Context: an optimization exercise on an open-source flow, tuned for small area and a short achievable clock period. The choices shown serve that exercise and are no tape-out recipe. Where RTL was checked, it was by simulation tests only, not by an equivalence proof against the original. Power is estimated from default activity; no workload was simulated.

==> flow/design.v <==
module fifo
#(
parameter DATA_WIDTH = 8,
parameter ADDR_WIDTH = 6
)(
input                          rst_n,
input                          clk,
input                          push,
input                          pop,
input      [DATA_WIDTH -1 : 0] data_in,
output reg [DATA_WIDTH -1 : 0] data_out,
output reg                     empty,
output                         full,
output     [DATA_WIDTH -1 : 0] fifo_counter
);
reg [ADDR_WIDTH : 0]    cnt;
reg [7:0]               sel_lo;		 
reg [7:0]               sel_hi;		 
reg [DATA_WIDTH -1 : 0] buf_mem[63:0];
assign full         = cnt[ADDR_WIDTH];
assign fifo_counter = {1'b0, cnt};
wire [ADDR_WIDTH : 0] cnt_inc = cnt + 1'b1;
wire [ADDR_WIDTH : 0] cnt_dec = cnt - 1'b1;
wire [7:0] lo_inc = {sel_lo[6:0], sel_lo[7]};
wire [7:0] lo_dec = {sel_lo[0], sel_lo[7:1]};
wire [7:0] hi_inc = sel_lo[7] ? {sel_hi[6:0], sel_hi[7]} : sel_hi;
wire [7:0] hi_dec = sel_lo[0] ? {sel_hi[0], sel_hi[7:1]} : sel_hi;
wire [ADDR_WIDTH : 0] cnt_10 = full  ? cnt : cnt_inc;
wire [ADDR_WIDTH : 0] cnt_01 = empty ? cnt : cnt_dec;
wire [ADDR_WIDTH : 0] cnt_11 = empty ? cnt_inc : (full ? cnt_dec : cnt);
wire [7:0] lo_10 = full  ? sel_lo : lo_inc;
wire [7:0] lo_01 = empty ? sel_lo : lo_dec;
wire [7:0] lo_11 = empty ? lo_inc : (full ? lo_dec : sel_lo);
wire [7:0] hi_10 = full  ? sel_hi : hi_inc;
wire [7:0] hi_01 = empty ? sel_hi : hi_dec;
wire [7:0] hi_11 = empty ? hi_inc : (full ? hi_dec : sel_hi);
wire one = (cnt == 1);
always @(posedge clk or posedge rst_n)
	if (rst_n) begin
		cnt    <= 0;
		empty  <= 1'b1;
		sel_lo <= 8'd1;
		sel_hi <= 8'd1;
	end else begin
		cnt    <= push ? (pop ? cnt_11 : cnt_10) : (pop ? cnt_01 : cnt);
		sel_lo <= push ? (pop ? lo_11 : lo_10) : (pop ? lo_01 : sel_lo);
		sel_hi <= push ? (pop ? hi_11 : hi_10) : (pop ? hi_01 : sel_hi);
		empty  <= ~push & (empty | (pop & one));
	end
wire do_push = push & ~full;
wire do_pop  = pop & ~empty;
reg [DATA_WIDTH -1 : 0] grp[7:0];
reg [DATA_WIDTH -1 : 0] rd;
integer a, b;
always @* begin
	for (a = 0; a < 8; a = a + 1) begin
		grp[a] = 0;
		for (b = 0; b < 8; b = b + 1)
			grp[a] = grp[a] | ({DATA_WIDTH{sel_lo[b]}} & buf_mem[(8*a + b + 63) % 64]);
	end
	rd = 0;
	for (a = 0; a < 8; a = a + 1)
		rd = rd | ({DATA_WIDTH{sel_hi[a]}} & grp[a]);
end
always @(posedge clk or posedge rst_n)
	if (rst_n)
		data_out <= 0;
	else if (do_pop)
		data_out <= rd;
integer i;
always @(posedge clk)
	if (do_push) begin
		buf_mem[0] <= data_in;
		for (i = 1; i < 64; i = i + 1)
			buf_mem[i] <= buf_mem[i-1];
	end
endmodule
clock: 2.8 ns
lec_check: 0
cap_margin: 20
core_margin: 2
core_utilization: 65
cts_buf_list: sky130_fd_sc_hd__clkbuf_4 sky130_fd_sc_hd__clkbuf_8
cts_cluster_diameter: 60
cts_cluster_size: 15
place_density: 0.75
setup_slack_margin: 0.9
slew_margin: 70
standard.sh (not shown) runs the stock make flow with config.mk's settings and CLKGATE_MAP_FILE= SYNTH_SCRIPT=/design/flow/synth_recipe.tcl, a recipe that flattens the netlist after the stock synthesis.
==> flow/flow/run.sh <==
#!/bin/bash
# Standard ORFS layout with fast port buffers (buf_4) instead of the
# default choice.
set -euo pipefail
bash standard.sh "BUFFER_PORTS_ARGS=-buffer_cell sky130_fd_sc_hd__buf_4" finish > standard.log 2>&1
The baseline ran to the end with no violations.
Rerun with:
==> flow/flow/run.sh (replaced) <==
#!/bin/bash
# Standard ORFS layout with fast port buffers (buf_4) instead of the
# default choice, and a clock tree without dummy loads.
set -euo pipefail
bash standard.sh "BUFFER_PORTS_ARGS=-buffer_cell sky130_fd_sc_hd__buf_4" \
  "CTS_ARGS=-sink_clustering_enable -repair_clock_nets -sink_clustering_size 15 -sink_clustering_max_diameter 60 -buf_list {sky130_fd_sc_hd__clkbuf_4 sky130_fd_sc_hd__clkbuf_8} -dont_use_dummy_load" \
  finish > standard.log 2>&1
ABC_AREA = 1   (was not set)
SLEW_MARGIN = 20   (was 70)
Outcome: Clock power decreases by about a fifth. Worst setup slack gains 0.026 ns. Routed wire length increases by a few percent. Count of clock-buffer cells in the layout decreases by 34.
Rerun with:
==> flow/flow/run.sh (replaced) <==
#!/bin/bash
# Standard ORFS layout with fast port buffers (buf_4) instead of the
# default choice.
set -euo pipefail
bash standard.sh "BUFFER_PORTS_ARGS=-buffer_cell sky130_fd_sc_hd__buf_4" finish > standard.log 2>&1
ABC_AREA = not set   (was 1)
Effect: Final area goes down by about 6%. Global-route usage goes down by 0.77 points. Register-to-register slack is worse by 0.05 ns. Worst setup slack is worse by 0.034 ns. Die area goes down by about 7%. Routed wire length goes down by about 4.7%. Flip-flop and latch count stays the same. Clock skew goes down by 0.044 ns.
Function was not checked in any run of this note: the RTL went through the layout flow alone.

---

Another version of the RTL of fifo (not shown whole).
Size: roughly 540 flip-flops, roughly 0.020 mm2 of cells after synthesis.
## fifo
module fifo
#(
parameter DATA_WIDTH = 8,
parameter ADDR_WIDTH = 6
)(
input                          rst_n,
input                          clk,
input                          push,
input                          pop,
input      [DATA_WIDTH -1 : 0] data_in,
output reg [DATA_WIDTH -1 : 0] data_out,
output reg                     empty,
output                         full,
output     [DATA_WIDTH -1 : 0] fifo_counter
);
export LEC_CHECK = 0
export CAP_MARGIN = 20
export CORE_MARGIN = 2
export CORE_UTILIZATION = 75
export CTS_BUF_LIST = sky130_fd_sc_hd__clkbuf_4 sky130_fd_sc_hd__clkbuf_8
export CTS_CLUSTER_DIAMETER = 60
export CTS_CLUSTER_SIZE = 15
export PLACE_DENSITY = 0.85
export SETUP_SLACK_MARGIN = 0.9
export SLEW_MARGIN = 20
create_clock -name core_clock -period 2.8 [get_ports {clk}]
==> flow/flow/run.sh <==
#!/bin/bash
# Standard ORFS layout with fast port buffers (buf_4) instead of the
# default choice, and a clock tree without dummy loads.
set -euo pipefail
bash standard.sh "BUFFER_PORTS_ARGS=-buffer_cell sky130_fd_sc_hd__buf_4" \
  "CTS_ARGS=-sink_clustering_enable -repair_clock_nets -sink_clustering_size 15 -sink_clustering_max_diameter 60 -buf_list {sky130_fd_sc_hd__clkbuf_4 sky130_fd_sc_hd__clkbuf_8} -dont_use_dummy_load" \
  finish > standard.log 2>&1
The starting point ran to the end with no violations.
Then changed:
==> flow/flow/run.sh (replaced) <==
#!/bin/bash
# Standard ORFS layout with fast port buffers (buf_4) instead of the
# default choice.
set -euo pipefail
bash standard.sh "BUFFER_PORTS_ARGS=-buffer_cell sky130_fd_sc_hd__buf_4" finish > standard.log 2>&1
CORE_UTILIZATION = 65   (was 75)
PLACE_DENSITY = 0.75   (was 0.85)
SETUP_SLACK_MARGIN = 1.1   (was 0.9)
The new run produced a clean layout; global-route usage came out lower by 2.6 points; fmax goes up by 8.5%; power went up by 6.3%; via count goes down by 2.1%; sequential share of layout area decreases by 3.7 points; first-iteration DRC count is lower by 22%.
Then changed:
==> flow/flow/run.sh (replaced) <==
#!/bin/bash
# Standard ORFS layout with fast port buffers (buf_4) instead of the
# default choice, and a clock tree without dummy loads.
set -euo pipefail
bash standard.sh "BUFFER_PORTS_ARGS=-buffer_cell sky130_fd_sc_hd__buf_4" \
  "CTS_ARGS=-sink_clustering_enable -repair_clock_nets -sink_clustering_size 20 -sink_clustering_max_diameter 50 -buf_list {sky130_fd_sc_hd__clkbuf_4 sky130_fd_sc_hd__clkbuf_8} -dont_use_dummy_load" \
  finish > standard.log 2>&1
ABC_CLOCK_PERIOD_IN_PS = 3500   (was default)
SETUP_SLACK_MARGIN = 0.9   (was 1.1)
After rerunning: First-iteration DRC count came out lower by about a fifth. Maximum frequency went up slightly. Wire length shrinks by a little under a tenth. Power went down by a little under a tenth. Sequential share of layout area went up by 4.7 points. Global-route usage goes down by 1.8 points. Die area stays the same. Final area is lower by a few percent. Worst setup slack gains 0.028 ns. Clock-buffer cell count fell by 34.
Then changed:
ABC_CLOCK_PERIOD_IN_PS = 1500   (was 3500)
Outcome: The new run ran to the end with no violations. Sequential cell count stays the same. Worst setup slack does not change. Final area is unchanged.
Then changed:
==> flow/run.sh (new file) <==
#!/bin/bash
# synth_recipe.tcl (not shown) runs the flow's synth.tcl, then flattens the netlist and writes it again
# the make line also repeats each setting of config.mk as NAME=value (left out here)
make -C /OpenROAD-flow-scripts/flow DESIGN_CONFIG=/design/flow/config.mk WORK_HOME=/design/flow/orfs CLKGATE_MAP_FILE= SYNTH_SCRIPT=/design/flow/synth_recipe.tcl finish
ABC_CLOCK_PERIOD_IN_PS = default   (was 1500)
SETUP_SLACK_MARGIN = 1.2   (was 0.9)
removed: flow/flow/run.sh
removed: flow/standard.sh
What happened: Sequential power is about the same. Power grows by about 12%. Global-route usage grows by 2.9 points. Wire length grows by 16%.
Then changed:
==> flow/flow/run.sh (new file) <==
#!/bin/bash
# Standard ORFS layout with fast port buffers (buf_4) instead of the
# default choice, and a clock tree without dummy loads.
set -euo pipefail
bash standard.sh "BUFFER_PORTS_ARGS=-buffer_cell sky130_fd_sc_hd__buf_4" \
  "CTS_ARGS=-sink_clustering_enable -repair_clock_nets -sink_clustering_size 15 -sink_clustering_max_diameter 60 -buf_list {sky130_fd_sc_hd__clkbuf_4 sky130_fd_sc_hd__clkbuf_8} -dont_use_dummy_load" \
  finish > standard.log 2>&1
==> flow/standard.sh (new file) <==
#!/bin/bash
# synth_recipe.tcl (not shown) runs the flow's synth.tcl, then flattens the netlist and writes it again
# the make line also repeats each setting of config.mk as NAME=value (left out here)
make -C /OpenROAD-flow-scripts/flow DESIGN_CONFIG=/design/flow/config.mk WORK_HOME=/design/flow/orfs CLKGATE_MAP_FILE= SYNTH_SCRIPT=/design/flow/synth_recipe.tcl "${@:-finish}"
SETUP_SLACK_MARGIN = 0.9   (was 1.2)
removed: flow/run.sh
What happened: The new run completed with no timing, DRC or antenna violations. Routed wire length fell by 12%. Clock skew climbs by 0.019 ns. Total power shrinks by 9.7%. Core utilization came out lower by 7.4 points.

==> static timing again, ports no longer ideal <==
The flow's constraints put no driver on any port. The routed layouts listed below were extracted and timed again, unchanged, in two steps. Step 1 sets driving cells, clkbuf_16 on the clock port and buf_2 on the other inputs (assumed; they add their load-dependent delay and slew). Step 2 times the ports against the registers' clock, not the clock port: input delays grow and output delays shrink by t, the midpoint of the rising clock arrivals with the driver on. a / b / c = no drivers / after step 1 / after step 2; a / b = the first two.
run | t (ns) | setup slack, ns | clock arrival spread, ns | worst data-port slew with drivers (ns) | cell pins on the clock port's net
the first run of note 1 | 0.622 | 0.923 / 0.898 / 0.611 | 0.030 / 0.030 | 0.03 | 1
the second run of note 1 | 0.621 | 0.949 / 0.898 / 0.691 | 0.057 / 0.057 | 0.04 | 1
the third run of note 1 | 0.620 | 0.915 / 0.908 / 0.656 | 0.016 / 0.016 | 0.04 | 1
the first run of note 2 | 0.622 | 0.731 / 0.731 / 0.509 | 0.047 / 0.046 | 0.04 | 1
the second run of note 2 | 0.623 | 0.894 / 0.894 / 0.816 | 0.026 / 0.027 | 0.03 | 1
the third run of note 2 | 0.606 | 0.921 / 0.921 / 0.712 | 0.050 / 0.050 | 0.03 | 1
the fourth run of note 2 | 0.606 | 0.921 / 0.921 / 0.712 | 0.050 / 0.050 | 0.03 | 1
the fifth run of note 2 | 0.637 | 0.853 / 0.853 / 0.356 | 0.040 / 0.041 | 0.03 | 1
the sixth run of note 2 | 0.601 | 0.898 / 0.898 / 0.738 | 0.054 / 0.055 | 0.03 | 1
After both steps every run listed still meets setup and hold. For the fifth run of note 2, which loses most, drivers alone change the setup slack by 0.000 ns; drivers and shift together by -0.497 ns.
